Context: an optimization exercise on an open-source flow, tuned for small area and a short achievable clock period. The choices shown serve that exercise and are no tape-out recipe. The RTL of this run was laid out without a check of its function. Power figures rest on the tool's default switching activity, not on a simulated workload.

==> design/flow/design.v <==
module RGB_to_Gray(input CLK, input [7:0] R, input [7:0] G, input [7:0] B, input In_Valid, output reg [7:0] Gray, output reg Out_Valid);
    reg [7:0] r, g, b; reg v0;
    always @(posedge CLK) begin r <= R; g <= G; b <= B; v0 <= In_Valid; end
    wire w8 = ({r[7], r[6], r[5], r[4], r[3], r[2], r[1], r[0]} >= 8'd2);
    wire w9 = ({r[7], r[6], r[5], r[4], r[3], r[2], r[1], r[0]} >= 8'd4);
    wire w10 = ({r[7], r[6], r[5], r[4], r[3], r[2], r[1], r[0]} >= 8'd7);
    wire w11 = ({r[7], r[6], r[5], r[4], r[3], r[2], r[1], r[0]} >= 8'd14);
    wire w12 = ({r[7], r[6], r[5], r[4], r[3], r[2], r[1], r[0]} >= 8'd27);
    wire w13 = ({r[7], r[6], r[5], r[4], r[3], r[2], r[1], r[0]} >= 8'd54);
    wire w14 = ({r[7], r[6], r[5], r[4], r[3], r[2], r[1], r[0]} >= 8'd108);
    wire w15 = ({r[7], r[6], r[5], r[4], r[3], r[2], r[1], r[0]} >= 8'd215);
    wire w24 = ({g[7], g[6], g[5], g[4], g[3], g[2], g[1], g[0]} >= 8'd2);
    wire w25 = ({g[7], g[6], g[5], g[4], g[3], g[2], g[1], g[0]} >= 8'd4);
    wire w26 = ({g[7], g[6], g[5], g[4], g[3], g[2], g[1], g[0]} >= 8'd7);
    wire w27 = ({g[7], g[6], g[5], g[4], g[3], g[2], g[1], g[0]} >= 8'd14);
    wire w28 = ({g[7], g[6], g[5], g[4], g[3], g[2], g[1], g[0]} >= 8'd28);
    wire w29 = ({g[7], g[6], g[5], g[4], g[3], g[2], g[1], g[0]} >= 8'd55);
    wire w30 = ({g[7], g[6], g[5], g[4], g[3], g[2], g[1], g[0]} >= 8'd110);
    wire w31 = ({g[7], g[6], g[5], g[4], g[3], g[2], g[1], g[0]} >= 8'd219);
    wire w41 = ({b[7], b[6], b[5], b[4], b[3], b[2], b[1], b[0]} >= 8'd3);
    wire w42 = ({b[7], b[6], b[5], b[4], b[3], b[2], b[1], b[0]} >= 8'd5);
    wire w43 = ({b[7], b[6], b[5], b[4], b[3], b[2], b[1], b[0]} >= 8'd9);
    wire w44 = ({b[7], b[6], b[5], b[4], b[3], b[2], b[1], b[0]} >= 8'd18);
    wire w45 = ({b[7], b[6], b[5], b[4], b[3], b[2], b[1], b[0]} >= 8'd36);
    wire w46 = ({b[7], b[6], b[5], b[4], b[3], b[2], b[1], b[0]} >= 8'd71);
    wire w47 = ({b[7], b[6], b[5], b[4], b[3], b[2], b[1], b[0]} >= 8'd141);
    wire w48_0, w48_1; ha u48 (r[2], r[1], w48_0, w48_1);
    wire w49_0, w49_1; fa u49 (r[3], r[2], r[1], w49_0, w49_1);
    wire w50_0, w50_1; fa u50 (r[4], r[3], r[2], w50_0, w50_1);
    wire w51_0, w51_1; fa u51 (r[5], r[4], r[3], w51_0, w51_1);
    wire w52_0, w52_1; fa u52 (r[6], r[5], r[4], w52_0, w52_1);
    wire w53_0, w53_1; fa u53 (r[7], r[6], r[5], w53_0, w53_1);
    wire w54_0, w54_1; ha u54 (r[1], r[0], w54_0, w54_1);
    wire w55_0, w55_1; fa u55 (r[0], w48_0, w11, w55_0, w55_1);
    wire w56_0, w56_1; fa u56 (w48_1, w12, w49_0, w56_0, w56_1);
    wire w57_0, w57_1; fa u57 (w49_1, w13, w50_0, w57_0, w57_1);
    wire w58_0, w58_1; fa u58 (w50_1, w14, w51_0, w58_0, w58_1);
    wire w59_0, w59_1; fa u59 (w51_1, w15, w52_0, w59_0, w59_1);
    wire w60_0, w60_1; fa u60 (r[0], w52_1, w53_0, w60_0, w60_1);
    wire w61_0, w61_1; ha u61 (r[0], w9, w61_0, w61_1);
    wire w62_0, w62_1; fa u62 (w54_0, w10, w61_1, w62_0, w62_1);
    wire w63_0, w63_1; fa u63 (w54_1, w55_0, w62_1, w63_0, w63_1);
    wire w64_0, w64_1; fa u64 (w55_1, w56_0, w63_1, w64_0, w64_1);
    wire w65_0, w65_1; fa u65 (w56_1, w57_0, w64_1, w65_0, w65_1);
    wire w66_0, w66_1; fa u66 (w57_1, w58_0, w65_1, w66_0, w66_1);
    wire w67_0, w67_1; fa u67 (w58_1, w59_0, w66_1, w67_0, w67_1);
    wire w68_0, w68_1; fa u68 (p59_1_1, p60_0_1, p67_1_1, w68_0, w68_1);
    wire w69_0, w69_1; ha u69 (g[4], g[0], w69_0, w69_1);
    wire w70_0, w70_1; fa u70 (g[5], g[1], w31, w70_0, w70_1);
    wire w71_0, w71_1; fa u71 (g[6], g[2], g[0], w71_0, w71_1);
    wire w72_0, w72_1; ha u72 (g[0], w26, w72_0, w72_1);
    wire w73_0, w73_1; fa u73 (g[1], w27, w72_1, w73_0, w73_1);
    wire w74_0, w74_1; fa u74 (g[2], w28, w73_1, w74_0, w74_1);
    wire w75_0, w75_1; fa u75 (g[3], w29, w74_1, w75_0, w75_1);
    wire w76_0, w76_1; fa u76 (w69_0, w30, w75_1, w76_0, w76_1);
    wire w77_0, w77_1; fa u77 (w69_1, w70_0, w76_1, w77_0, w77_1);
    wire w78_0, w78_1; fa u78 (w70_1, w71_0, w77_1, w78_0, w78_1);
    wire w79 = ~w8;
    wire w80 = w61_0 & w79;
    wire w81 = ~w24;
    wire w82 = w25 & w81;
    wire w83 = ~w9;
    wire w84 = w62_0 & w83;
    wire w85 = ~w25;
    wire w86 = w72_0 & w85;
    wire w87 = ~w10;
    wire w88 = w63_0 & w87;
    wire w89 = ~w26;
    wire w90 = w73_0 & w89;
    wire w91 = ~w11;
    wire w92 = w64_0 & w91;
    wire w93 = ~w27;
    wire w94 = w74_0 & w93;
    wire w95 = ~w12;
    wire w96 = w65_0 & w95;
    wire w97 = ~w28;
    wire w98 = w75_0 & w97;
    wire w99 = ~w13;
    wire w100 = w66_0 & w99;
    wire w101 = ~w29;
    wire w102 = w76_0 & w101;
    wire w103 = ~w14;
    wire w104 = w67_0 & w103;
    wire w105 = ~w30;
    wire w106 = w77_0 & w105;
    wire w107 = ~w15;
    wire w108 = w68_0 & p107_0_1;
    wire w109 = ~w31;
    wire w110 = p78_0_1 & p109_0_1;
    wire w111_0, w111_1; ha u111 (r[7], r[6], w111_0, w111_1);
    wire w112_0, w112_1; fa u112 (r[7], r[2], r[0], w112_0, w112_1);
    wire w113_0, w113_1; fa u113 (g[7], g[3], g[1], w113_0, w113_1);
    wire w114_0, w114_1; fa u114 (r[3], r[1], r[0], w114_0, w114_1);
    wire w115_0, w115_1; fa u115 (r[4], r[2], r[1], w115_0, w115_1);
    wire w116_0, w116_1; fa u116 (r[5], r[3], r[2], w116_0, w116_1);
    wire w117_0, w117_1; ha u117 (r[0], g[6], w117_0, w117_1);
    wire w118_0, w118_1; fa u118 (r[6], r[4], r[3], w118_0, w118_1);
    wire w119_0, w119_1; fa u119 (r[1], g[7], g[5], w119_0, w119_1);
    wire w120_0, w120_1; fa u120 (r[7], r[5], r[4], w120_0, w120_1);
    wire w121_0, w121_1; ha u121 (r[2], g[6], w121_0, w121_1);
    wire w122_0, w122_1; fa u122 (r[6], r[5], r[3], w122_0, w122_1);
    wire w123_0, w123_1; ha u123 (g[7], g[6], w123_0, w123_1);
    wire w124_0, w124_1; fa u124 (r[7], r[6], r[4], w124_0, w124_1);
    wire w125_0, w125_1; ha u125 (r[0], g[7], w125_0, w125_1);
    wire w126_0, w126_1; ha u126 (r[7], r[5], w126_0, w126_1);
    wire w127_0, w127_1; ha u127 (r[5], r[2], w127_0, w127_1);
    wire w128_0, w128_1; fa u128 (r[6], r[3], r[2], w128_0, w128_1);
    wire w129_0, w129_1; fa u129 (r[7], r[4], r[3], w129_0, w129_1);
    wire w130_0, w130_1; fa u130 (r[5], r[4], r[1], w130_0, w130_1);
    wire w131_0, w131_1; fa u131 (r[6], r[5], r[2], w131_0, w131_1);
    wire w132_0, w132_1; ha u132 (r[7], r[6], w132_0, w132_1);
    wire w133_0, w133_1; fa u133 (r[1], w111_0, w53_1, w133_0, w133_1);
    wire w134_0, w134_1; fa u134 (g[0], w111_1, w71_1, w134_0, w134_1);
    wire w135_0, w135_1; ha u135 (w112_0, w113_0, w135_0, w135_1);
    wire w136_0, w136_1; fa u136 (g[4], g[2], g[1], w136_0, w136_1);
    wire w137_0, w137_1; fa u137 (w112_1, w113_1, w114_0, w137_0, w137_1);
    wire w138_0, w138_1; fa u138 (g[5], g[3], g[2], w138_0, w138_1);
    wire w139_0, w139_1; fa u139 (g[0], w114_1, w115_0, w139_0, w139_1);
    wire w140_0, w140_1; fa u140 (g[4], g[3], g[1], w140_0, w140_1);
    wire w141_0, w141_1; fa u141 (w117_0, w115_1, w116_0, w141_0, w141_1);
    wire w142_0, w142_1; fa u142 (g[4], g[2], w117_1, w142_0, w142_1);
    wire w143_0, w143_1; fa u143 (w116_1, w118_0, w119_0, w143_0, w143_1);
    wire w144_0, w144_1; fa u144 (g[5], g[3], w121_0, w144_0, w144_1);
    wire w145_0, w145_1; fa u145 (w118_1, w119_1, w120_0, w145_0, w145_1);
    wire w146_0, w146_1; fa u146 (g[4], g[0], w121_1, w146_0, w146_1);
    wire w147_0, w147_1; fa u147 (w123_0, w120_1, w122_0, w147_0, w147_1);
    wire w148_0, w148_1; fa u148 (g[5], g[1], w123_1, w148_0, w148_1);
    wire w149_0, w149_1; fa u149 (w125_0, w122_1, w124_0, w149_0, w149_1);
    wire w150_0, w150_1; fa u150 (r[1], g[6], g[2], w150_0, w150_1);
    wire w151_0, w151_1; fa u151 (w125_1, w126_0, w124_1, w151_0, w151_1);
    wire w152_0, w152_1; fa u152 (r[6], r[2], g[7], w152_0, w152_1);
    wire w153_0, w153_1; fa u153 (g[3], g[0], w126_1, w153_0, w153_1);
    wire w154_0, w154_1; fa u154 (r[7], r[3], r[0], w154_0, w154_1);
    wire w155_0, w155_1; fa u155 (g[4], g[1], g[0], w155_0, w155_1);
    wire w156_0, w156_1; fa u156 (r[4], r[1], r[0], w156_0, w156_1);
    wire w157_0, w157_1; fa u157 (g[5], g[2], g[1], w157_0, w157_1);
    wire w158_0, w158_1; fa u158 (r[1], g[6], g[3], w158_0, w158_1);
    wire w159_0, w159_1; fa u159 (g[2], g[0], w127_0, w159_0, w159_1);
    wire w160_0, w160_1; fa u160 (g[7], g[4], g[3], w160_0, w160_1);
    wire w161_0, w161_1; fa u161 (g[1], w127_1, w128_0, w161_0, w161_1);
    wire w162_0, w162_1; fa u162 (r[0], g[5], g[4], w162_0, w162_1);
    wire w163_0, w163_1; fa u163 (g[2], w128_1, w129_0, w163_0, w163_1);
    wire w164_0, w164_1; fa u164 (g[6], g[5], g[3], w164_0, w164_1);
    wire w165_0, w165_1; fa u165 (g[0], w129_1, w130_0, w165_0, w165_1);
    wire w166_0, w166_1; fa u166 (g[7], g[6], g[4], w166_0, w166_1);
    wire w167_0, w167_1; fa u167 (g[1], w130_1, w131_0, w167_0, w167_1);
    wire w168_0, w168_1; fa u168 (r[3], g[7], g[5], w168_0, w168_1);
    wire w169_0, w169_1; fa u169 (g[2], w132_0, w131_1, w169_0, w169_1);
    wire w170_0, w170_1; fa u170 (r[7], r[4], g[6], w170_0, w170_1);
    wire w171_0, w171_1; ha u171 (g[3], w132_1, w171_0, w171_1);
    wire w172_0, w172_1; ha u172 (r[5], g[7], w172_0, w172_1);
    wire w173_0, w173_1; ha u173 (w133_0, w60_1, w173_0, w173_1);
    wire w174_0, w174_1; fa u174 (w133_1, w135_0, w134_0, w174_0, w174_1);
    wire w175_0, w175_1; fa u175 (w136_0, w135_1, w134_1, w175_0, w175_1);
    wire w176_0, w176_1; fa u176 (w136_1, w138_0, w137_1, w176_0, w176_1);
    wire w177_0, w177_1; fa u177 (w138_1, w140_0, w139_1, w177_0, w177_1);
    wire w178_0, w178_1; fa u178 (w140_1, w142_0, w141_1, w178_0, w178_1);
    wire w179_0, w179_1; fa u179 (w142_1, w144_0, w143_1, w179_0, w179_1);
    wire w180_0, w180_1; fa u180 (w144_1, w146_0, w145_1, w180_0, w180_1);
    wire w181_0, w181_1; fa u181 (w146_1, w148_0, w147_1, w181_0, w181_1);
    wire w182_0, w182_1; fa u182 (w150_0, w148_1, w149_1, w182_0, w182_1);
    wire w183_0, w183_1; fa u183 (w150_1, w152_0, w153_0, w183_0, w183_1);
    wire w184_0, w184_1; fa u184 (w152_1, w154_0, w155_0, w184_0, w184_1);
    wire w185_0, w185_1; fa u185 (w154_1, w155_1, w156_0, w185_0, w185_1);
    wire w186_0, w186_1; fa u186 (w156_1, w157_1, w158_0, w186_0, w186_1);
    wire w187_0, w187_1; fa u187 (w158_1, w160_0, w159_1, w187_0, w187_1);
    wire w188_0, w188_1; fa u188 (w160_1, w162_0, w161_1, w188_0, w188_1);
    wire w189_0, w189_1; fa u189 (w162_1, w164_0, w163_1, w189_0, w189_1);
    wire w190_0, w190_1; fa u190 (w164_1, w166_0, w165_1, w190_0, w190_1);
    wire w191_0, w191_1; fa u191 (w166_1, w168_0, w167_1, w191_0, w191_1);
    wire w192_0, w192_1; fa u192 (w168_1, w170_0, w171_0, w192_0, w192_1);
    wire w193_0, w193_1; fa u193 (g[4], w172_0, w170_1, w193_0, w193_1);
    wire w194_0, w194_1; ha u194 (r[6], g[5], w194_0, w194_1);
    wire w195_0, w195_1; ha u195 (p173_0_1, w110, w195_0, w195_1);
    wire w196_0, w196_1; fa u196 (p173_1_1, p174_0_1, p78_1_1, w196_0, w196_1);
    wire w197_0, w197_1; fa u197 (w137_0, w174_1, w175_0, w197_0, w197_1);
    wire w198_0, w198_1; fa u198 (w139_0, w175_1, w176_0, w198_0, w198_1);
    wire w199_0, w199_1; fa u199 (w141_0, w176_1, w177_0, w199_0, w199_1);
    wire w200_0, w200_1; fa u200 (w143_0, w177_1, w178_0, w200_0, w200_1);
    wire w201_0, w201_1; fa u201 (w145_0, w178_1, w179_0, w201_0, w201_1);
    wire w202_0, w202_1; fa u202 (w147_0, w179_1, w180_0, w202_0, w202_1);
    wire w203_0, w203_1; fa u203 (w149_0, w180_1, w181_0, w203_0, w203_1);
    wire w204_0, w204_1; fa u204 (w151_0, w181_1, w182_0, w204_0, w204_1);
    wire w205_0, w205_1; fa u205 (w151_1, w183_0, w182_1, w205_0, w205_1);
    wire w206_0, w206_1; fa u206 (w153_1, w184_0, w183_1, w206_0, w206_1);
    wire w207_0, w207_1; fa u207 (w157_0, w184_1, w185_0, w207_0, w207_1);
    wire w208_0, w208_1; fa u208 (w159_0, w185_1, w186_0, w208_0, w208_1);
    wire w209_0, w209_1; fa u209 (w186_1, w161_0, w187_0, w209_0, w209_1);
    wire w210_0, w210_1; fa u210 (w163_0, w187_1, w188_0, w210_0, w210_1);
    wire w211_0, w211_1; fa u211 (w165_0, w188_1, w189_0, w211_0, w211_1);
    wire w212_0, w212_1; fa u212 (w167_0, w189_1, w190_0, w212_0, w212_1);
    wire w213_0, w213_1; fa u213 (w169_0, w190_1, w191_0, w213_0, w213_1);
    wire w214_0, w214_1; fa u214 (w169_1, w192_0, w191_1, w214_0, w214_1);
    wire w215_0, w215_1; fa u215 (w171_1, w193_0, w192_1, w215_0, w215_1);
    wire w216_0, w216_1; fa u216 (w172_1, w194_0, w193_1, w216_0, w216_1);
    wire w217_0, w217_1; fa u217 (r[7], g[6], w194_1, w217_0, w217_1);
    wire w219 = w205_1 & w206_0;
    wire w220 = w206_1 | w207_0;
    wire w221 = w206_1 & w207_0;
    wire w222 = w207_1 | w208_0;
    wire w223 = w207_1 & w208_0;
    wire w224 = w208_1 | w209_0;
    wire w225 = w208_1 & w209_0;
    wire w226 = w209_1 | w210_0;
    wire w227 = w209_1 & w210_0;
    wire w228 = w210_1 | w211_0;
    wire w229 = w210_1 & w211_0;
    wire w230 = w211_1 | w212_0;
    wire w231 = w211_1 & w212_0;
    wire w232 = w212_1 | w213_0;
    wire w233 = w212_1 & w213_0;
    wire w234 = w213_1 | w214_0;
    wire w235 = w213_1 & w214_0;
    wire w236 = w214_1 | w215_0;
    wire w237 = w214_1 & w215_0;
    wire w238 = w215_1 | w216_0;
    wire w239 = w215_1 & w216_0;
    wire w240 = w216_1 | w217_0;
    wire w241 = w216_1 & w217_0;
    wire w242 = w217_1 | g[7];
    wire w243 = w217_1 & g[7];
    wire w244 = w221 | (w220 & w219);
    wire w246 = w225 | (w224 & w223);
    wire w247 = w224 & w222;
    wire w248 = w229 | (w228 & w227);
    wire w249 = w228 & w226;
    wire w250 = w233 | (w232 & w231);
    wire w251 = w232 & w230;
    wire w252 = w237 | (w236 & w235);
    wire w253 = w236 & w234;
    wire w254 = w241 | (w240 & w239);
    wire w255 = w240 & w238;
    wire w258 = w246 | (w247 & w244);
    wire w260 = w231 | (w230 & w248);
    wire w261 = w230 & w249;
    wire w262 = w250 | (w251 & w248);
    wire w263 = w251 & w249;
    wire w264 = w239 | (w238 & w252);
    wire w265 = w238 & w253;
    wire w266 = w254 | (w255 & w252);
    wire w267 = w255 & w253;
    wire w268 = w227 | (w226 & w258);
    wire w270 = w248 | (w249 & w258);
    wire w272 = w260 | (w261 & w258);
    wire w274 = w262 | (w263 & w258);
    wire w276 = w243 | (w242 & w266);
    wire w277 = w242 & w267;
    wire w278 = w235 | (w234 & w274);
    wire w280 = w252 | (w253 & w274);
    wire w282 = w264 | (w265 & w274);
    wire w284 = w266 | (w267 & w274);
    wire w286 = w276 | (w277 & w274);
    wire w288 = |{w210_1, w211_1, w212_1, w213_1, w214_1, w215_1, w216_1, w217_1, w211_0, w212_0, w213_0, w214_0, w215_0, w216_0, w217_0, g[7], w268};
    wire w289 = |{w211_1, w212_1, w213_1, w214_1, w215_1, w216_1, w217_1, w212_0, w213_0, w214_0, w215_0, w216_0, w217_0, g[7], w270};
    wire w290 = |{w212_1, w213_1, w214_1, w215_1, w216_1, w217_1, w213_0, w214_0, w215_0, w216_0, w217_0, g[7], w272};
    wire w291 = |{w213_1, w214_1, w215_1, w216_1, w217_1, w214_0, w215_0, w216_0, w217_0, g[7], w274};
    wire w292 = |{w214_1, w215_1, w216_1, w217_1, w215_0, w216_0, w217_0, g[7], w278};
    wire w293 = |{w215_1, w216_1, w217_1, w216_0, w217_0, g[7], w280};
    wire w294 = |{w216_1, w217_1, w217_0, g[7], w282};
    wire w295 = |{w217_1, g[7], w284};
    wire w296 = |{p286_0_1};
    wire w297 = ~b[0];
    wire w298 = ~b[1];
    wire w299 = ~b[2];
    wire w300 = ~b[3];
    wire w301 = ~b[4];
    wire w302 = ~b[5];
    wire w303 = ~b[6];
    wire w304 = ~b[7];
    wire w305_0, w305_1; fa u305 (b[6], b[4], b[2], w305_0, w305_1);
    wire w306_0, w306_1; ha u306 (b[7], b[5], w306_0, w306_1);
    wire w307_0, w307_1; ha u307 (b[6], b[4], w307_0, w307_1);
    wire w308_0, w308_1; ha u308 (b[7], b[5], w308_0, w308_1);
    wire w309_0, w309_1; ha u309 (b[4], b[2], w309_0, w309_1);
    wire w310_0, w310_1; fa u310 (b[5], b[3], b[1], w310_0, w310_1);
    wire w311_0, w311_1; fa u311 (w297, w47, w305_0, w311_0, w311_1);
    wire w312_0, w312_1; fa u312 (b[3], w298, w306_0, w312_0, w312_1);
    wire w313_0, w313_1; fa u313 (b[0], w299, w306_1, w313_0, w313_1);
    wire w314_0, w314_1; fa u314 (b[1], w300, w307_1, w314_0, w314_1);
    wire w315_0, w315_1; fa u315 (b[6], b[2], w301, w315_0, w315_1);
    wire w316_0, w316_1; ha u316 (b[2], b[0], w316_0, w316_1);
    wire w317_0, w317_1; fa u317 (b[3], b[1], w44, w317_0, w317_1);
    wire w318_0, w318_1; fa u318 (b[0], w309_0, w45, w318_0, w318_1);
    wire w319_0, w319_1; fa u319 (w309_1, w46, w310_0, w319_0, w319_1);
    wire w320; xn u320 (w310_1, w311_0, w320);
    wire w321 = w310_1 | w311_0;
    wire w322_0, w322_1; fa u322 (w305_1, w312_0, w311_1, w322_0, w322_1);
    wire w323_0, w323_1; fa u323 (w307_0, w312_1, w313_0, w323_0, w323_1);
    wire w324_0, w324_1; fa u324 (w308_0, w313_1, w314_0, w324_0, w324_1);
    wire w325_0, w325_1; fa u325 (w308_1, w315_0, w314_1, w325_0, w325_1);
    wire w326_0, w326_1; ha u326 (b[0], w41, w326_0, w326_1);
    wire w327_0, w327_1; fa u327 (b[1], w42, w326_1, w327_0, w327_1);
    wire w328_0, w328_1; fa u328 (w316_0, w43, w327_1, w328_0, w328_1);
    wire w329_0, w329_1; fa u329 (w316_1, w317_0, w328_1, w329_0, w329_1);
    wire w330_0, w330_1; fa u330 (w317_1, w318_0, w329_1, w330_0, w330_1);
    wire w331_0, w331_1; fa u331 (w318_1, w319_0, w330_1, w331_0, w331_1);
    wire w332_0, w332_1; fa u332 (w319_1, w320, w331_1, w332_0, w332_1);
    wire w333_0, w333_1; fa u333 (w321, w322_0, w332_1, w333_0, w333_1);
    wire w334_0, w334_1; fa u334 (p322_1_1, p323_0_1, p333_1_1, w334_0, w334_1);
    wire w335_0, w335_1; fa u335 (p323_1_1, p324_0_1, w334_1, w335_0, w335_1);
    wire w336_0, w336_1; fa u336 (p324_1_1, p325_0_1, w335_1, w336_0, w336_1);
    wire w337 = ~w42;
    wire w338 = w328_0 & w337;
    wire w339 = w338 & w288;
    wire w340 = ~w339;
    wire w341 = ~w43;
    wire w342 = w329_0 & w341;
    wire w343 = w342 & w289;
    wire w344 = ~p343_0_1;
    wire w345 = ~w44;
    wire w346 = w330_0 & w345;
    wire w347 = w346 & w290;
    wire w348 = ~p347_0_1;
    wire w349 = ~w45;
    wire w350 = w331_0 & w349;
    wire w351 = w350 & w291;
    wire w352 = ~p351_0_1;
    wire w353 = ~w46;
    wire w354 = w332_0 & w353;
    wire w355 = p354_0_1 & p292_0_1;
    wire w356 = ~w355;
    wire w357 = ~w47;
    wire w358 = p333_0_1 & p357_0_1;
    wire w359 = w358 & p293_0_1;
    wire w360 = ~w359;
    wire w361 = w334_0 & p294_0_1;
    wire w362 = ~w361;
    wire w363 = w335_0 & p295_0_1;
    wire w364 = ~w363;
    wire w365 = w336_0 & w296;
    wire w366 = ~w365;
    wire w367_0, w367_1; fa u367 (b[7], b[3], w302, w367_0, w367_1);
    wire w368_0, w368_1; ha u368 (w297, w315_1, w368_0, w368_1);
    wire w369_0, w369_1; ha u369 (b[4], w303, w369_0, w369_1);
    wire w370_0, w370_1; ha u370 (b[7], b[5], w370_0, w370_1);
    wire w371_0, w371_1; ha u371 (b[6], b[1], w371_0, w371_1);
    wire w372_0, w372_1; ha u372 (b[7], b[2], w372_0, w372_1);
    wire w373_0, w373_1; fa u373 (w367_0, w368_0, w325_1, w373_0, w373_1);
    wire w374_0, w374_1; fa u374 (w298, w369_0, w367_1, w374_0, w374_1);
    wire w375_0, w375_1; ha u375 (w368_1, w197_0, w375_0, w375_1);
    wire w376_0, w376_1; fa u376 (b[5], w304, w299, w376_0, w376_1);
    wire w377_0, w377_1; fa u377 (w369_1, w197_1, w198_0, w377_0, w377_1);
    wire w378_0, w378_1; fa u378 (b[6], w300, w198_1, w378_0, w378_1);
    wire w379 = ~w199_0;
    wire w380_0, w380_1; fa u380 (b[7], w301, w297, w380_0, w380_1);
    wire w381_0, w381_1; ha u381 (w199_1, w200_0, w381_0, w381_1);
    wire w382_0, w382_1; fa u382 (w302, w298, w200_1, w382_0, w382_1);
    wire w383_0, w383_1; fa u383 (b[0], w303, w299, w383_0, w383_1);
    wire w384_0, w384_1; fa u384 (b[1], w304, w300, w384_0, w384_1);
    wire w385_0, w385_1; fa u385 (b[2], b[0], w301, w385_0, w385_1);
    wire w386_0, w386_1; ha u386 (w203_1, w204_0, w386_0, w386_1);
    wire w387_0, w387_1; fa u387 (b[3], b[1], w302, w387_0, w387_1);
    wire w388; xn u388 (w204_1, w205_0, w388);
    wire w389 = w204_1 | w205_0;
    wire w390_0, w390_1; fa u390 (b[4], b[2], w303, w390_0, w390_1);
    wire w391_0, w391_1; fa u391 (w297, w206_0, w205_1, w391_0, w391_1);
    wire w392_0, w392_1; fa u392 (b[5], b[3], w304, w392_0, w392_1);
    wire w393_0, w393_1; fa u393 (w298, w207_0, w206_1, w393_0, w393_1);
    wire w394_0, w394_1; fa u394 (b[6], b[4], w299, w394_0, w394_1);
    wire w395; xn u395 (w207_1, w208_0, w395);
    wire w396 = w207_1 | w208_0;
    wire w397_0, w397_1; fa u397 (b[0], w300, w370_0, w397_0, w397_1);
    wire w398; xn u398 (w208_1, w209_0, w398);
    wire w399 = w208_1 | w209_0;
    wire w400_0, w400_1; fa u400 (w301, w370_1, w371_0, w400_0, w400_1);
    wire w401; xn u401 (w209_1, w210_0, w401);
    wire w402 = w209_1 | w210_0;
    wire w403_0, w403_1; fa u403 (w302, w371_1, w372_0, w403_0, w403_1);
    wire w404; xn u404 (w210_1, w211_0, w404);
    wire w405 = w210_1 | w211_0;
    wire w406_0, w406_1; fa u406 (b[3], w303, w372_1, w406_0, w406_1);
    wire w407; xn u407 (w211_1, w212_0, w407);
    wire w408 = w211_1 | w212_0;
    wire w409_0, w409_1; fa u409 (b[4], w304, w212_1, w409_0, w409_1);
    wire w410 = ~w213_0;
    wire w411_0, w411_1; ha u411 (b[5], w213_1, w411_0, w411_1);
    wire w412_0, w412_1; ha u412 (b[6], w215_0, w412_0, w412_1);
    wire w413_0, w413_1; ha u413 (b[7], w216_0, w413_0, w413_1);
    wire w414_0, w414_1; ha u414 (w80, w338, w414_0, w414_1);
    wire w415_0, w415_1; fa u415 (w82, w84, w342, w415_0, w415_1);
    wire w416_0, w416_1; fa u416 (w86, w88, w346, w416_0, w416_1);
    wire w417_0, w417_1; fa u417 (w90, w92, w350, w417_0, w417_1);
    wire w418_0, w418_1; fa u418 (p94_0_1, p96_0_1, p354_0_1, w418_0, w418_1);
    wire w419_0, w419_1; fa u419 (p98_0_1, p100_0_1, w358, w419_0, w419_1);
    wire w420_0, w420_1; fa u420 (p102_0_1, p104_0_1, w334_0, w420_0, w420_1);
    wire w421_0, w421_1; fa u421 (p106_0_1, w108, w335_0, w421_0, w421_1);
    wire w422_0, w422_1; fa u422 (w68_1, w195_0, w336_0, w422_0, w422_1);
    wire w423_0, w423_1; fa u423 (p373_0_1, w196_0, w195_1, w423_0, w423_1);
    wire w424_0, w424_1; fa u424 (w374_0, w373_1, w375_0, w424_0, w424_1);
    wire w425_0, w425_1; fa u425 (w376_0, w374_1, w375_1, w425_0, w425_1);
    wire w426_0, w426_1; fa u426 (w376_1, w379, w377_1, w426_0, w426_1);
    wire w427_0, w427_1; fa u427 (w380_0, w199_0, w378_1, w427_0, w427_1);
    wire w428_0, w428_1; fa u428 (w380_1, w201_0, w381_1, w428_0, w428_1);
    wire w429_0, w429_1; fa u429 (w383_0, w201_1, w202_0, w429_0, w429_1);
    wire w430_0, w430_1; fa u430 (w383_1, w384_0, w202_1, w430_0, w430_1);
    wire w431_0, w431_1; fa u431 (w384_1, w385_0, w386_0, w431_0, w431_1);
    wire w432_0, w432_1; fa u432 (w385_1, w387_0, w388, w432_0, w432_1);
    wire w433_0, w433_1; fa u433 (w387_1, w390_0, w389, w433_0, w433_1);
    wire w434_0, w434_1; fa u434 (w390_1, w392_0, w393_0, w434_0, w434_1);
    wire w435_0, w435_1; fa u435 (w392_1, w394_0, w395, w435_0, w435_1);
    wire w436_0, w436_1; fa u436 (w394_1, w397_0, w396, w436_0, w436_1);
    wire w437_0, w437_1; fa u437 (w397_1, w400_0, w399, w437_0, w437_1);
    wire w438_0, w438_1; fa u438 (w400_1, w403_0, w402, w438_0, w438_1);
    wire w439_0, w439_1; fa u439 (w403_1, w406_0, w405, w439_0, w439_1);
    wire w440_0, w440_1; fa u440 (w406_1, w410, w408, w440_0, w440_1);
    wire w441_0, w441_1; fa u441 (w214_0, w213_0, w411_0, w441_0, w441_1);
    wire w442_0, w442_1; fa u442 (w214_1, w412_0, w411_1, w442_0, w442_1);
    wire w443_0, w443_1; fa u443 (w215_1, w413_0, w412_1, w443_0, w443_1);
    wire w444_0, w444_1; fa u444 (w217_0, w216_1, w413_1, w444_0, w444_1);
    wire w445_0, w445_1; ha u445 (g[7], w217_1, w445_0, w445_1);
    wire w446_0, w446_1; ha u446 (p414_0_1, p340_0_1, w446_0, w446_1);
    wire w447_0, w447_1; fa u447 (p414_1_1, p415_0_1, w344, w447_0, w447_1);
    wire w448_0, w448_1; fa u448 (p415_1_1, p416_0_1, w348, w448_0, w448_1);
    wire w449_0, w449_1; fa u449 (p416_1_1, w352, p417_0_1, w449_0, w449_1);
    wire w450_0, w450_1; fa u450 (p417_1_1, w356, w418_0, w450_0, w450_1);
    wire w451_0, w451_1; fa u451 (w418_1, w360, w419_0, w451_0, w451_1);
    wire w452_0, w452_1; fa u452 (w419_1, w362, w420_0, w452_0, w452_1);
    wire w453_0, w453_1; fa u453 (w420_1, w364, w421_0, w453_0, w453_1);
    wire w454_0, w454_1; fa u454 (w421_1, w366, w422_0, w454_0, w454_1);
    wire w455_0, w455_1; fa u455 (w423_0, w336_1, w422_1, w455_0, w455_1);
    wire w456_0, w456_1; fa u456 (p424_0_1, w196_1, w423_1, w456_0, w456_1);
    wire w457_0, w457_1; fa u457 (w377_0, w424_1, w425_0, w457_0, w457_1);
    wire w458_0, w458_1; fa u458 (w378_0, w425_1, w426_0, w458_0, w458_1);
    wire w459_0, w459_1; fa u459 (w381_0, w426_1, w427_0, w459_0, w459_1);
    wire w460_0, w460_1; fa u460 (w382_0, w427_1, w428_0, w460_0, w460_1);
    wire w461_0, w461_1; fa u461 (w382_1, w429_0, w428_1, w461_0, w461_1);
    wire w462_0, w462_1; fa u462 (w203_0, w429_1, w430_0, w462_0, w462_1);
    wire w463; xn u463 (w430_1, w431_0, w463);
    wire w464 = w430_1 | w431_0;
    wire w465_0, w465_1; fa u465 (w386_1, w432_0, w431_1, w465_0, w465_1);
    wire w466_0, w466_1; fa u466 (w391_0, w432_1, w433_0, w466_0, w466_1);
    wire w467_0, w467_1; fa u467 (w391_1, w433_1, w434_0, w467_0, w467_1);
    wire w468_0, w468_1; fa u468 (w393_1, w435_0, w434_1, w468_0, w468_1);
    wire w469_0, w469_1; fa u469 (w398, w435_1, w436_0, w469_0, w469_1);
    wire w470_0, w470_1; fa u470 (w436_1, w401, w437_0, w470_0, w470_1);
    wire w471_0, w471_1; fa u471 (w404, w437_1, w438_0, w471_0, w471_1);
    wire w472_0, w472_1; fa u472 (w407, w438_1, w439_0, w472_0, w472_1);
    wire w473_0, w473_1; fa u473 (w409_0, w439_1, w440_0, w473_0, w473_1);
    wire w474_0, w474_1; fa u474 (w409_1, w440_1, w441_0, w474_0, w474_1);
    wire w475; xn u475 (w441_1, w442_0, w475);
    wire w476 = w441_1 | w442_0;
    wire w477; xn u477 (w443_0, w442_1, w477);
    wire w478 = w443_0 | w442_1;
    wire w479; xn u479 (w444_0, w443_1, w479);
    wire w480 = w444_0 | w443_1;
    wire w481; xn u481 (w445_0, w444_1, w481);
    wire w482 = w445_0 | w444_1;
    wire w483 = ~w445_1;
    wire w484 = w446_1 | w447_0;
    wire w485 = w446_1 & w447_0;
    wire w486 = w447_1 | w448_0;
    wire w487 = w447_1 & w448_0;
    wire w488 = w448_1 | w449_0;
    wire w489 = w448_1 & w449_0;
    wire w490 = w449_1 | w450_0;
    wire w491 = w449_1 & w450_0;
    wire w492 = w450_1 | w451_0;
    wire w493 = w450_1 & w451_0;
    wire w494 = w451_1 | w452_0;
    wire w495 = w451_1 & w452_0;
    wire w496 = w452_1 | w453_0;
    wire w497 = w452_1 & w453_0;
    wire w498 = w453_1 | w454_0;
    wire w499 = w453_1 & w454_0;
    wire w500 = w454_1 | w455_0;
    wire w501 = w454_1 & w455_0;
    wire w502 = w455_1 | w456_0;
    wire w503 = w455_1 & w456_0;
    wire w504 = w456_1 | p457_0_1;
    wire w505 = w456_1 & p457_0_1;
    wire w506 = p457_1_1 | p458_0_1;
    wire w507 = p457_1_1 & p458_0_1;
    wire w508 = w458_1 | w459_0;
    wire w509 = w458_1 & w459_0;
    wire w510 = p459_1_1 | p460_0_1;
    wire w511 = p459_1_1 & p460_0_1;
    wire w512 = w460_1 | w461_0;
    wire w513 = w460_1 & w461_0;
    wire w514 = w461_1 | w462_0;
    wire w515 = w461_1 & w462_0;
    wire w516 = w462_1 | w463;
    wire w517 = w462_1 & w463;
    wire w518 = p464_0_1 | p465_0_1;
    wire w519 = p464_0_1 & p465_0_1;
    wire w520 = w465_1 | w466_0;
    wire w521 = w465_1 & w466_0;
    wire w522 = w466_1 | w467_0;
    wire w523 = w466_1 & w467_0;
    wire w524 = w467_1 | w468_0;
    wire w525 = w467_1 & w468_0;
    wire w526 = w468_1 | w469_0;
    wire w527 = w468_1 & w469_0;
    wire w528 = w469_1 | w470_0;
    wire w529 = w469_1 & w470_0;
    wire w530 = w470_1 | w471_0;
    wire w531 = w470_1 & w471_0;
    wire w532_0, w532_1; ha u532 (p471_1_1, p472_0_1, w532_0, w532_1);
    wire w533_0, w533_1; ha u533 (w472_1, w473_0, w533_0, w533_1);
    wire w534_0, w534_1; ha u534 (w473_1, w474_0, w534_0, w534_1);
    wire w535_0, w535_1; ha u535 (w474_1, w475, w535_0, w535_1);
    wire w536_0, w536_1; ha u536 (w476, w477, w536_0, w536_1);
    wire w537_0, w537_1; ha u537 (w478, w479, w537_0, w537_1);
    wire w538_0, w538_1; ha u538 (w480, w481, w538_0, w538_1);
    wire w539_0, w539_1; ha u539 (w482, w483, w539_0, w539_1);
    wire w540 = w531 | (w530 & w529);
    wire w541 = w530 & w528;
    wire w542 = w527 | (w526 & w525);
    wire w543 = w526 & w524;
    wire w544 = p540_0_1 | (p541_0_1 & p542_0_1);
    wire w545 = p541_0_1 & p543_0_1;
    wire w546 = w523 | (w522 & w521);
    wire w547 = w522 & w520;
    wire w548 = p546_0_1 | (p547_0_1 & w519);
    wire w549 = p547_0_1 & w518;
    wire w550 = w544 | (w545 & w548);
    wire w551 = w545 & w549;
    wire w552 = w517 | (w516 & w515);
    wire w553 = w516 & w514;
    wire w554 = w552 | (w553 & w513);
    wire w555 = w553 & w512;
    wire w556 = w511 | (w510 & p509_0_1);
    wire w557 = w510 & p508_0_1;
    wire w558 = w556 | (w557 & w507);
    wire w559 = w557 & w506;
    wire w560 = p554_0_1 | (p555_0_1 & w558);
    wire w561 = p555_0_1 & w559;
    wire w562 = w550 | (w551 & w560);
    wire w563 = w551 & w561;
    wire w564 = w505 | (w504 & w503);
    wire w565 = w504 & w502;
    wire w566 = w564 | (w565 & w501);
    wire w567 = w565 & w500;
    wire w568 = w499 | (w498 & w497);
    wire w569 = w498 & w496;
    wire w570 = w568 | (w569 & w495);
    wire w571 = w569 & w494;
    wire w572 = w566 | (w567 & w570);
    wire w573 = w567 & w571;
    wire w574 = w493 | (w492 & w491);
    wire w575 = w492 & w490;
    wire w576 = w574 | (w575 & w489);
    wire w577 = w575 & w488;
    wire w578 = w487 | (w486 & w485);
    wire w579 = w486 & w484;
    wire w580 = w578 | (w579 & w446_0);
    wire w581 = w576 | (w577 & w580);
    wire w583 = w572 | (w573 & w581);
    wire w585 = w562 | (w563 & w583);
    wire w587 = w532_1 | (w532_0 & w585);
    wire w588 = p533_1_1 | (p533_0_1 & w587);
    wire w590 = p535_1_1 | (p535_0_1 & p534_1_1);
    wire w591 = p535_0_1 & p534_0_1;
    wire w592 = p537_1_1 | (p537_0_1 & p536_1_1);
    wire w593 = p537_0_1 & p536_0_1;
    wire w596 = p534_1_1 | (p534_0_1 & w588);
    wire w598 = w590 | (w591 & w588);
    wire w600 = p538_1_1 | (p538_0_1 & w592);
    wire w601 = p538_0_1 & w593;
    wire w604 = p536_1_1 | (p536_0_1 & w598);
    wire w606 = w592 | (w593 & w598);
    wire w608 = w600 | (w601 & w598);
    wire w612; xr u612 (w532_0, w585, w612);
    wire w613; xr u613 (p533_0_1, w587, w613);
    wire w614; xr u614 (p534_0_1, w588, w614);
    wire w615; xr u615 (p535_0_1, w596, w615);
    wire w616; xr u616 (p536_0_1, w598, w616);
    wire w617; xr u617 (p537_0_2, p604_0_1, w617);
    wire w618; xr u618 (p538_0_2, p606_0_1, w618);
    wire w619; xr u619 (p539_0_2, p608_0_1, w619);
    reg p59_1_1;
    reg p60_0_1;
    reg p67_1_1;
    reg p107_0_1;
    reg p78_0_1;
    reg p109_0_1;
    reg p173_0_1;
    reg p173_1_1;
    reg p174_0_1;
    reg p78_1_1;
    reg p286_0_1;
    reg p322_1_1;
    reg p323_0_1;
    reg p333_1_1;
    reg p323_1_1;
    reg p324_0_1;
    reg p324_1_1;
    reg p325_0_1;
    reg p343_0_1;
    reg p347_0_1;
    reg p351_0_1;
    reg p354_0_1;
    reg p292_0_1;
    reg p333_0_1;
    reg p357_0_1;
    reg p293_0_1;
    reg p294_0_1;
    reg p295_0_1;
    reg p94_0_1;
    reg p96_0_1;
    reg p98_0_1;
    reg p100_0_1;
    reg p102_0_1;
    reg p104_0_1;
    reg p106_0_1;
    reg p373_0_1;
    reg p414_0_1;
    reg p340_0_1;
    reg p414_1_1;
    reg p415_0_1;
    reg p415_1_1;
    reg p416_0_1;
    reg p416_1_1;
    reg p417_0_1;
    reg p417_1_1;
    reg p424_0_1;
    reg p457_0_1;
    reg p457_1_1;
    reg p458_0_1;
    reg p459_1_1;
    reg p460_0_1;
    reg p464_0_1;
    reg p465_0_1;
    reg p471_1_1;
    reg p472_0_1;
    reg p540_0_1;
    reg p541_0_1;
    reg p542_0_1;
    reg p543_0_1;
    reg p546_0_1;
    reg p547_0_1;
    reg p509_0_1;
    reg p508_0_1;
    reg p554_0_1;
    reg p555_0_1;
    reg p533_1_1;
    reg p533_0_1;
    reg p535_1_1;
    reg p535_0_1;
    reg p534_1_1;
    reg p534_0_1;
    reg p537_1_1;
    reg p537_0_1;
    reg p537_0_2;
    reg p536_1_1;
    reg p536_0_1;
    reg p538_1_1;
    reg p538_0_1;
    reg p538_0_2;
    reg p604_0_1;
    reg p606_0_1;
    reg p539_0_1;
    reg p539_0_2;
    reg p608_0_1;
    reg p612_0_1;
    reg p613_0_1;
    reg p614_0_1;
    reg p615_0_1;
    reg p616_0_1;
    always @(posedge CLK) begin
        p59_1_1 <= w59_1;
        p60_0_1 <= w60_0;
        p67_1_1 <= w67_1;
        p107_0_1 <= w107;
        p78_0_1 <= w78_0;
        p109_0_1 <= w109;
        p173_0_1 <= w173_0;
        p173_1_1 <= w173_1;
        p174_0_1 <= w174_0;
        p78_1_1 <= w78_1;
        p286_0_1 <= w286;
        p322_1_1 <= w322_1;
        p323_0_1 <= w323_0;
        p333_1_1 <= w333_1;
        p323_1_1 <= w323_1;
        p324_0_1 <= w324_0;
        p324_1_1 <= w324_1;
        p325_0_1 <= w325_0;
        p343_0_1 <= w343;
        p347_0_1 <= w347;
        p351_0_1 <= w351;
        p354_0_1 <= w354;
        p292_0_1 <= w292;
        p333_0_1 <= w333_0;
        p357_0_1 <= w357;
        p293_0_1 <= w293;
        p294_0_1 <= w294;
        p295_0_1 <= w295;
        p94_0_1 <= w94;
        p96_0_1 <= w96;
        p98_0_1 <= w98;
        p100_0_1 <= w100;
        p102_0_1 <= w102;
        p104_0_1 <= w104;
        p106_0_1 <= w106;
        p373_0_1 <= w373_0;
        p414_0_1 <= w414_0;
        p340_0_1 <= w340;
        p414_1_1 <= w414_1;
        p415_0_1 <= w415_0;
        p415_1_1 <= w415_1;
        p416_0_1 <= w416_0;
        p416_1_1 <= w416_1;
        p417_0_1 <= w417_0;
        p417_1_1 <= w417_1;
        p424_0_1 <= w424_0;
        p457_0_1 <= w457_0;
        p457_1_1 <= w457_1;
        p458_0_1 <= w458_0;
        p459_1_1 <= w459_1;
        p460_0_1 <= w460_0;
        p464_0_1 <= w464;
        p465_0_1 <= w465_0;
        p471_1_1 <= w471_1;
        p472_0_1 <= w472_0;
        p540_0_1 <= w540;
        p541_0_1 <= w541;
        p542_0_1 <= w542;
        p543_0_1 <= w543;
        p546_0_1 <= w546;
        p547_0_1 <= w547;
        p509_0_1 <= w509;
        p508_0_1 <= w508;
        p554_0_1 <= w554;
        p555_0_1 <= w555;
        p533_1_1 <= w533_1;
        p533_0_1 <= w533_0;
        p535_1_1 <= w535_1;
        p535_0_1 <= w535_0;
        p534_1_1 <= w534_1;
        p534_0_1 <= w534_0;
        p537_1_1 <= w537_1;
        p537_0_1 <= w537_0;
        p537_0_2 <= p537_0_1;
        p536_1_1 <= w536_1;
        p536_0_1 <= w536_0;
        p538_1_1 <= w538_1;
        p538_0_1 <= w538_0;
        p538_0_2 <= p538_0_1;
        p604_0_1 <= w604;
        p606_0_1 <= w606;
        p539_0_1 <= w539_0;
        p539_0_2 <= p539_0_1;
        p608_0_1 <= w608;
        p612_0_1 <= w612;
        p613_0_1 <= w613;
        p614_0_1 <= w614;
        p615_0_1 <= w615;
        p616_0_1 <= w616;
    end
    reg v1; always @(posedge CLK) v1 <= v0;
    reg v2; always @(posedge CLK) v2 <= v1;
    always @(posedge CLK) begin Gray <= {w619, w618, w617, p616_0_1, p615_0_1, p614_0_1, p613_0_1, p612_0_1}; Out_Valid <= v2; end
endmodule
module fa(input a, input b, input c, output s, output co);
    assign s = a ^ b ^ c;
    assign co = (a & b) | (a & c) | (b & c);
endmodule
module ha(input a, input b, output s, output co);
    assign s = a ^ b;
    assign co = a & b;
endmodule
module xr(input a, input b, output y);
    assign y = a ^ b;
endmodule
module xn(input a, input b, output y);
    assign y = ~(a ^ b);
endmodule
module ao(input g1, input p1, input g0, output y);
    assign y = g1 | (p1 & g0);
endmodule
module an2(input a, input b, output y);
    assign y = a & b;
endmodule
module or2(input a, input b, output y);
    assign y = a | b;
endmodule
==> design/flow/flow/run.sh <==
#!/bin/bash
# Standard ORFS layout with the standard synthesis unchanged. Port buffers are
# sky130_fd_sc_hd__buf_2, and timing repair is asked to reach a setup slack of
# 11.95 ns at the design's own clock period and constraints.
set -euo pipefail
export SETUP_SLACK_MARGIN=11.95
export BUFFER_PORTS_ARGS="-buffer_cell sky130_fd_sc_hd__buf_2"
bash standard.sh synth > synth.log 2>&1
bash standard.sh > layout.log 2>&1
==> design/flow/standard.sh <==
#!/bin/bash
# synth_recipe.tcl (not shown) runs the flow's synth.tcl, then flattens the netlist and writes it again
# the make line also repeats each setting of config.mk as NAME=value (left out here)
make -C /OpenROAD-flow-scripts/flow DESIGN_CONFIG=/design/flow/config.mk WORK_HOME=/design/flow/orfs CLKGATE_MAP_FILE= SYNTH_SCRIPT=/design/flow/synth_recipe.tcl "${@:-finish}"
==> design/flow/config.mk <==
export PLATFORM = sky130hd
export DESIGN_NAME = RGB_to_Gray
export DESIGN_NICKNAME = RGB_to_Gray
export VERILOG_FILES = /design/flow/design.v
export SDC_FILE = /design/flow/constraint.sdc
export NUM_CORES = 8
export LEC_CHECK = 0
export CAP_MARGIN = 20
export CORE_MARGIN = 2
export CORE_UTILIZATION = 40
export SLEW_MARGIN = 20
export SYNTH_HIERARCHICAL = 1
export SYNTH_MINIMUM_KEEP_SIZE = 0
==> design/flow/constraint.sdc <==
create_clock -name core_clock -period 16.0 [get_ports {CLK}]
set_input_delay 3.2000 -clock core_clock [delete_from_list [all_inputs] [get_ports {CLK}]]
set_output_delay 3.2000 -clock core_clock [all_outputs]
set_load 0.01 [all_outputs]
==> run notes <==
[cells by family (layout without fill, tap and decap cells)]
| group | count (synthesis) | in the layout | share of synthesized area, % |
|---|---|---|---|
| buf+inv | 33 | 152 | 1.366 |
| xor+xnor | 20 | 20 | 1.931 |
| other cells | 1 | 1 | 0.04135 |
| flops | 125 | 125 | 27.59 |
| fa+ha+maj | 277 | 277 | 56.28 |
| simple gates | 114 | 114 | 6.125 |
| compound gates | 85 | 85 | 6.663 |
[area by class of cell]
class / count / area share (%)
multi-input cells: 497 / 60.45
inverters: 32 / 1.425
flip-flops and latches: 125 / 23.55
clock inverters: 15 / 1.596
clock buffers: 17 / 3.876
well taps: 285 / 3.249
repair buffers: 88 / 5.849
[power groups by stage]
stage	clock (mW)	sequential (mW)	combinational, mW
after floorplan	0	0.479	0.854
after global placement	0	0.490	1.13
after detailed placement	0	0.492	1.16
after CTS	0.402	0.478	1.24
after global routing	0.418	0.489	1.44
final	0.397	0.478	1.30
[per-module statistics from Yosys (local to each module, per instance)]
module / cell area [sq um] / flip-flops and latches / cells / copies in the design
RGB_to_Gray: 3882 / 125 / 367 / 1
fa: 20.02 / 0 / 1 / 221
xn: 8.758 / 0 / 1 / 12
xr: 8.758 / 0 / 1 / 8
ha: 12.51 / 0 / 1 / 47
[flip-flops by register name (all words and copies together), names as in the netlist, 8 cells and up]
signal,flops
r,8
b,8
Gray,8
g,8
[Yosys cell counts, drive strengths merged, types with 8 or more instances]
library cell	number
and2	10
dfxtp	125
nand2	27
or2	13
inv	32
a31oi	13
xor2	8
nor2	30
nor3	8
fa	221
a21oi	17
ha	47
maj3	9
o21ai	10
xnor2	12
and3	9
[through the flow]
step                util, %  worst slack, ns  hold slack, ns  cell area [sq um]
floorplan                 -            11.93          0.3096               9094
global placement      42.87            11.46          0.3104               9617
detailed placement    42.87            11.43          0.3132               9617
CTS                   48.19            11.92          0.3268              10810
global route          48.92            11.80          0.3307              10970
finish                48.92            11.94          0.3244              10970
[routing by layer]
metal | GRT usage (%) | up-vias
met5 | 0 | -
met1 | 25.61 | 2899
li1 | - | 2402
met2 | 32.93 | 202
met3 | 4.539 | 58
met4 | 9.303 | 0
[worst paths after layout]
path,to,from,depth (start not counted),slack (ns)
setup reg to reg,p554_0_1,r[4],11,11.94
hold / removal,Gray[0],p612_0_1,0,0.32
setup / recovery,Gray[7],Gray[7],1,11.94
hold reg to reg,Gray[0],p612_0_1,0,0.32
[repair_timing]
action / CTS / global route
setup endpoints to repair: 51 / 31
endpoints found under the hold margin: 0 / 0
gates resized for setup: 65 / 39
pin swaps: 9 / 21
setup buffers: 48 / 6
==> results.toml <==
[status]
status = "complete, no violations"

[critical_path]
crit_required_ns = 12.80
slowest_stage = "dfxtp_2"
path_cells = "buf_6"
crit_family = "flip-flops"
slowest_delay_ns = 0.32
cp.arrival_ns = 0.86
path_buf_inv = 1
crit_path_end_kind = "output pin"
critPathMaxFanout = 1
worstSetupPathType = "flip-flop to output pin"
start_kind = "flip-flop"

[logic_synthesis]
yosys_most_used_dff = "dfxtp_1"
netlist_instances = 655
ys_seq_area_share_pct = 27.59
ys_seq_elements = 125
syn-cell-area_sq_mm = 0.009070
synth_top_cells_by_area = "fa_1, dfxtp_1, ha_1, inv_1, nor2_1"
syn-num-nets = 949
synth_top_cell_area_share_pct = 48.78
yosys_warnings = 7
syn_avg_cell_area_sq_um = 13.85
synth-edff-count = 0
async_flop_share_pct = 0
synth_top_cell_by_area = "fa_1"
synth_cell_types = 52

[power]
p_int_mw = 1.282
seqPwrFrac_pct = 22.0
switching_share_pct = 41.09
ir_drop_uv = 125.1
p_leak_nw = 4.391
power.density_mw_per_mm2 = 198.3
pwr-share-clk_pct = 18.2
power_mw = 2.176
p_comb_share_pct = 59.8
power_switching_mw = 0.8942

[final_layout]
drive_gt1_share_pct = 28.81
n_antenna_cell = 0
syn_to_final_growth_pct = 21.00
fillers = 1959
regArea_sq_mm = 0.002585
final_common_cell = "fa_1"
multi_input_area_sq_mm = 0.006634
most-common-layout-cells = "fa_1, dfxtp_1, buf_4"
fin_cells = 1059
final_nets = 1055

[route]
first_pass_iters = 6
met1_length_um = 9347
wl_met2_um = 10910
drc_errors = 0
vias = 5561
drt_wl_total_um = 22330
dr_wl_met3_um = 1111
routed.top_layer = "met4"
postRouteAntennaNets = 0
routedWlPerCell_um = 21.08
via_per_inst = 5.251
drt_iter0_drc = 333

[sta]
slew_violations = 0
tightest_slew_ns = 0.5580
hold_violations = 0
slew_headroom_pct = 62.72
tns_ns = 0
finalClockSkew_ns = 0.007815
setup_viol = 0
min_period_over_period_pct = 25.39
rsz0062_at_grt = "yes"
max_freq_mhz = 246.2
period_needed_ns = 4.062

[floorplan]
fp.dieW_um = 154.6
fp-row-count = 55
die_y_um = 154.6
floorplan.die_area_sq_mm = 0.02390
core_sq_mm = 0.02243
initial_core_util_pct = 40.43
ioPinCount = 35

[global_routing]
groute.usage.overall_pct = 20.11
grt-ovfl-total = 0
grt_pass1_vias = 6352
antenna_found_initial = 0
grt_first_pass_wirelength_um = 35160
grt_max_degree = 17

[placed_design]
place_inst = 973
place_congestion = 0.8396
dp_hpwl_um = 16190
portBuffers = 34

[clock_tree]
cts_buffer_depth = 2
worst_skew_pair.late_latency_ns = 0.43
cts_made_buffers = 17
htree_levels = 4
cts_tree = "yes"
clk_pin_slew_ns = 0.06
postCtsHoldBufs = 0
cts_sinks = 125
cts-root-buf = "clkbuf_16"

[hold_path]
min_path_type = "flip-flop to flip-flop"

[job]
drv_cap = 0

[separate check: timing with driven ports]
The results above use ideal ports. As a check the final layout listed here was re-extracted and re-timed, cells and wires unchanged. Step 1 (the two cells are an assumption about what drives the block):
set clk [get_ports {CLK}]
set_driving_cell -lib_cell sky130_fd_sc_hd__clkbuf_16 $clk
set_driving_cell -lib_cell sky130_fd_sc_hd__buf_2 [delete_from_list [all_inputs] $clk]
Step 2 moves the port delays by t, midway between the first and last clock arrival at a register: inputs arrive t later, outputs are due t later. That takes back most of the time a late clock gives input paths. Three values: no drivers, after step 1, after step 2; two values: the first two.
t, ns: 0.476
setup slack, ns: 11.938 / 11.892 / 11.943
pins driven straight from the clock port: 1
After both steps this run still meets setup and hold. For this run, drivers alone change the setup slack by -0.046 ns; drivers and shift together by +0.005 ns.
